From an optimization exercise on the open Yosys and OpenROAD flow, aimed at small area; shortcuts taken in it are not production practice. Only simulation tests tie the RTL to the original design; equivalence was not proved. No activity file was given, so power comes from the tool's default toggle rates.

==> module keypad_scan, before the edit <==
module keypad_scan(
    input clk,
    input rst,
    input [3:0] col,           
    output [3:0] row,          
    output reg [3:0] key_code,
    output key_pulse
);
    reg [1:0] rowi;
    reg [6:0] cnt;
    reg [11:0] deb;
    reg held;
    localparam SCAN_LAST = 7'd32;       
    localparam DEB_PULSE = 12'd1257;    
    assign row = ~(4'b0001 << rowi);
    wire none = (col == 4'b1111);
    wire idle = (deb == 12'd0) && !held;
    assign key_pulse = (deb == DEB_PULSE) && !held;
    reg [1:0] c;
    reg one;
    always @(*) begin
        one = 1'b1;
        case (col)
            4'b1110: c = 2'd0;
            4'b1101: c = 2'd1;
            4'b1011: c = 2'd2;
            4'b0111: c = 2'd3;
            default: begin c = 2'd1; one = 1'b0; end
        endcase
    end
    always @(posedge clk or posedge rst) begin
        if (rst) begin
            rowi <= 2'd0;
            cnt <= 7'd0;
            deb <= 12'd0;
            held <= 1'b0;
        end else begin
            if (idle) begin
                if (cnt == SCAN_LAST) begin
                    cnt <= 7'd0;
                    rowi <= rowi + 2'd1;
                end else
                    cnt <= {cnt[5:0], ~(cnt[6] ^ cnt[5])};
            end
            if (none) begin
                deb <= 12'd0;
                held <= 1'b0;
            end else begin
                deb <= {deb[10:0], ~(deb[11] ^ deb[10] ^ deb[9] ^ deb[3])};
                if (key_pulse)
                    held <= 1'b1;
            end
        end
    end
    always @(posedge clk)
        if (idle && !none)
            key_code <= {one ? rowi : 2'd3, c};
endmodule
==> module digilock, before the edit <==
module digilock(
    input clk,
    input rst,
    input key_pulse,
    input [3:0] key_code,
    output reg led0,
    output reg [2:0] wrong_leds
);
    localparam L0   = 3'd0,
               L1   = 3'd1,
               L2   = 3'd2,
               OUT  = 3'd3,
               UNL  = 3'd4,
               OLD  = 3'd5,
               NEW  = 3'd6,
               CONF = 3'd7;
    localparam LOCKOUT_TIME = 19'd375_000;
    localparam BLINK_HALF   = 17'd62_500;
    reg [2:0] state;
    reg [2:0] dcnt;           
    reg match;                
    reg [15:0] stored;        
    reg dflt;                 
    reg [15:0] newp;          
    reg [18:0] tmr;           
    wire is_clear   = (key_code == 4'd3);
    wire is_confirm = (key_code == 4'd7);
    wire is_digit   = !(key_code == 4'd3 || key_code == 4'd7 || key_code == 4'd11 ||
                        key_code == 4'd12 || key_code == 4'd14 || key_code == 4'd15);
    wire locked = (state == L0 || state == L1 || state == L2);
    wire timing = (state == OUT || state == OLD || state == NEW || state == CONF);
    wire [15:0] code = dflt ? 16'h0124 : stored;
    reg [3:0] sdig;
    always @(*)
        case (dcnt[1:0])
            2'd0: sdig = code[15:12];
            2'd1: sdig = code[11:8];
            2'd2: sdig = code[7:4];
            default: sdig = code[3:0];
        endcase
    wire [3:0] want = (state == CONF) ? newp[15:12] : sdig;
    wire same = (key_code == want);
    wire take = key_pulse && is_digit && !dcnt[2] && state != UNL && state != OUT;
    wire full = dcnt[2];
    always @(posedge clk)
        if (timing)
            tmr <= tmr + 19'd1;
        else
            tmr <= 19'd0;
    wire blink = (tmr[16:0] < BLINK_HALF);
    wire lockout_end = ((tmr & LOCKOUT_TIME) == LOCKOUT_TIME);
    always @(posedge clk)
        if (key_pulse && is_confirm && state == CONF && full && match)
            stored <= newp;
    always @(posedge clk)
        if (take) begin
            match <= (dcnt == 3'd0 || match) && same;
            if (state == NEW || state == CONF)
                newp <= {newp[11:0], (state == NEW) ? key_code : newp[15:12]};
        end
    always @(posedge clk or posedge rst) begin
        if (rst) begin
            state <= L0;
            dcnt <= 3'd0;
            dflt <= 1'b1;
        end else if (take) begin
            dcnt <= dcnt + 3'd1;
        end else if (state == OUT) begin
            if (lockout_end)
                state <= L0;
        end else if (key_pulse) begin
            if (locked) begin
                if (is_clear)
                    dcnt <= 3'd0;
                else if (is_confirm && full) begin
                    if (match) begin
                        state <= UNL;
                        dcnt <= 3'd0;
                    end else if (state == L2) begin
                        state <= OUT;
                        dcnt <= 3'd0;
                    end else
                        state <= state + 3'd1;
                end
            end else if (state == UNL) begin
                if (is_confirm)
                    state <= L0;
                else if (is_clear)
                    state <= OLD;
            end else if (is_clear) begin
                state <= L0;
                dcnt <= 3'd0;
            end else if (is_confirm) begin
                if (state == NEW) begin
                    if (full) begin
                        state <= CONF;
                        dcnt <= 3'd0;
                    end
                end else if (full && match) begin
                    state <= (state == OLD) ? NEW : UNL;
                    dcnt <= 3'd0;
                    if (state == CONF)
                        dflt <= 1'b0;
                end else begin
                    state <= L0;
                    dcnt <= 3'd0;
                end
            end
        end
    end
    always @(*) begin
        led0 = 1'b0;
        wrong_leds = 3'b000;
        case (state)
            L1:   wrong_leds = 3'b001;
            L2:   wrong_leds = 3'b011;
            OUT:  wrong_leds = {3{blink}};
            UNL:  led0 = 1'b1;
            OLD, NEW, CONF: led0 = blink;
            default: ;
        endcase
    end
endmodule
export LEC_CHECK = 0
export ABC_AREA = 1
export CAP_MARGIN = 20
export CORE_MARGIN = 2
export CORE_UTILIZATION = 40
export SLEW_MARGIN = 20
create_clock -name core_clock -period 10.0 [get_ports {clk}]
run.sh (not shown) runs the stock make flow with config.mk's settings and CLKGATE_MAP_FILE= SYNTH_SCRIPT=/design/flow/synth_recipe.tcl, a recipe that flattens the netlist after the stock synthesis.
Rerun with:
--- a/flow/design.v
+++ b/flow/design.v
@@ -11,11 +11,12 @@
     reg [6:0] cnt;
     reg [11:0] deb;
-    reg held;
-    localparam SCAN_LAST = 7'd32;       
-    localparam DEB_PULSE = 12'd1257;    
+    localparam SCAN_LAST = 7'd125;
+    localparam DEB_LAST  = 12'd2500;
+    localparam DEB_PULSE = 12'd2501;
+    localparam DEB_HELD  = 12'd2502;
     assign row = ~(4'b0001 << rowi);
+    wire idle = (deb == 12'd0);
     wire none = (col == 4'b1111);
-    wire idle = (deb == 12'd0) && !held;
-    assign key_pulse = (deb == DEB_PULSE) && !held;
+    assign key_pulse = (deb == DEB_PULSE);
     reg [1:0] c;
     reg one;
@@ -35,5 +36,4 @@
             cnt <= 7'd0;
             deb <= 12'd0;
-            held <= 1'b0;
         end else begin
             if (idle) begin
@@ -42,14 +42,10 @@
                     rowi <= rowi + 2'd1;
                 end else
-                    cnt <= {cnt[5:0], ~(cnt[6] ^ cnt[5])};
+                    cnt <= cnt + 7'd1;
             end
-            if (none) begin
+            if (none)
                 deb <= 12'd0;
-                held <= 1'b0;
-            end else begin
-                deb <= {deb[10:0], ~(deb[11] ^ deb[10] ^ deb[9] ^ deb[3])};
-                if (key_pulse)
-                    held <= 1'b1;
-            end
+            else if (deb != DEB_HELD)
+                deb <= deb + 12'd1;
         end
     end
@@ -81,5 +77,4 @@
     reg match;                
     reg [15:0] stored;        
-    reg dflt;                 
     reg [15:0] newp;          
     reg [18:0] tmr;           
@@ -90,12 +85,11 @@
     wire locked = (state == L0 || state == L1 || state == L2);
     wire timing = (state == OUT || state == OLD || state == NEW || state == CONF);
-    wire [15:0] code = dflt ? 16'h0124 : stored;
     reg [3:0] sdig;
     always @(*)
         case (dcnt[1:0])
-            2'd0: sdig = code[15:12];
-            2'd1: sdig = code[11:8];
-            2'd2: sdig = code[7:4];
-            default: sdig = code[3:0];
+            2'd0: sdig = stored[15:12];
+            2'd1: sdig = stored[11:8];
+            2'd2: sdig = stored[7:4];
+            default: sdig = stored[3:0];
         endcase
     wire [3:0] want = (state == CONF) ? newp[15:12] : sdig;
@@ -111,7 +105,4 @@
     wire lockout_end = ((tmr & LOCKOUT_TIME) == LOCKOUT_TIME);
     always @(posedge clk)
-        if (key_pulse && is_confirm && state == CONF && full && match)
-            stored <= newp;
-    always @(posedge clk)
         if (take) begin
             match <= (dcnt == 3'd0 || match) && same;
@@ -123,5 +114,5 @@
             state <= L0;
             dcnt <= 3'd0;
-            dflt <= 1'b1;
+            stored <= 16'h0124;
         end else if (take) begin
             dcnt <= dcnt + 3'd1;
@@ -161,5 +152,5 @@
                     dcnt <= 3'd0;
                     if (state == CONF)
-                        dflt <= 1'b0;
+                        stored <= newp;
                 end else begin
                     state <= L0;
Setup slack improved by 200 ps. Count of clock-buffer cells in the layout is unchanged. Clock skew shrinks by 5.7 ps. Power grows by 5.1%. Sequential power shrinks by about 4%. Wire length grows by 30%. Worst hold slack barely changes. Core utilization shrinks by 0.53 points. Register-to-register slack got worse by 460 ps. Maximum frequency grows by 5.1%. Via count grows by 26%.

-- what the ideal ports hide --
The results above use ideal ports. As a check the final layouts listed here were re-extracted and re-timed, cells and wires unchanged.
Step 1: set_driving_cell puts a clkbuf_16 on clk and a buf_2 on each other input, an assumption about the parent block.
Step 2 also shifts input and output timing later by t, the mid clock arrival at the registers, as if the neighbouring blocks saw the same clock.
Slacks: no drivers / after step 1 / after step 2; pairs: no drivers / after step 1.
| run | t, ns | setup WS [ns] | slew at the worst register clock pin (ns) | pins driven straight from the clock port |
|---|---|---|---|---|
| the first run | 0.383 | 5.754 / 5.721 / 6.104 | 0.09 / 0.09 | 1 |
| the second run | 0.378 | 5.958 / 5.919 / 6.249 | 0.06 / 0.06 | 1 |
After both steps every run listed still meets setup and hold.
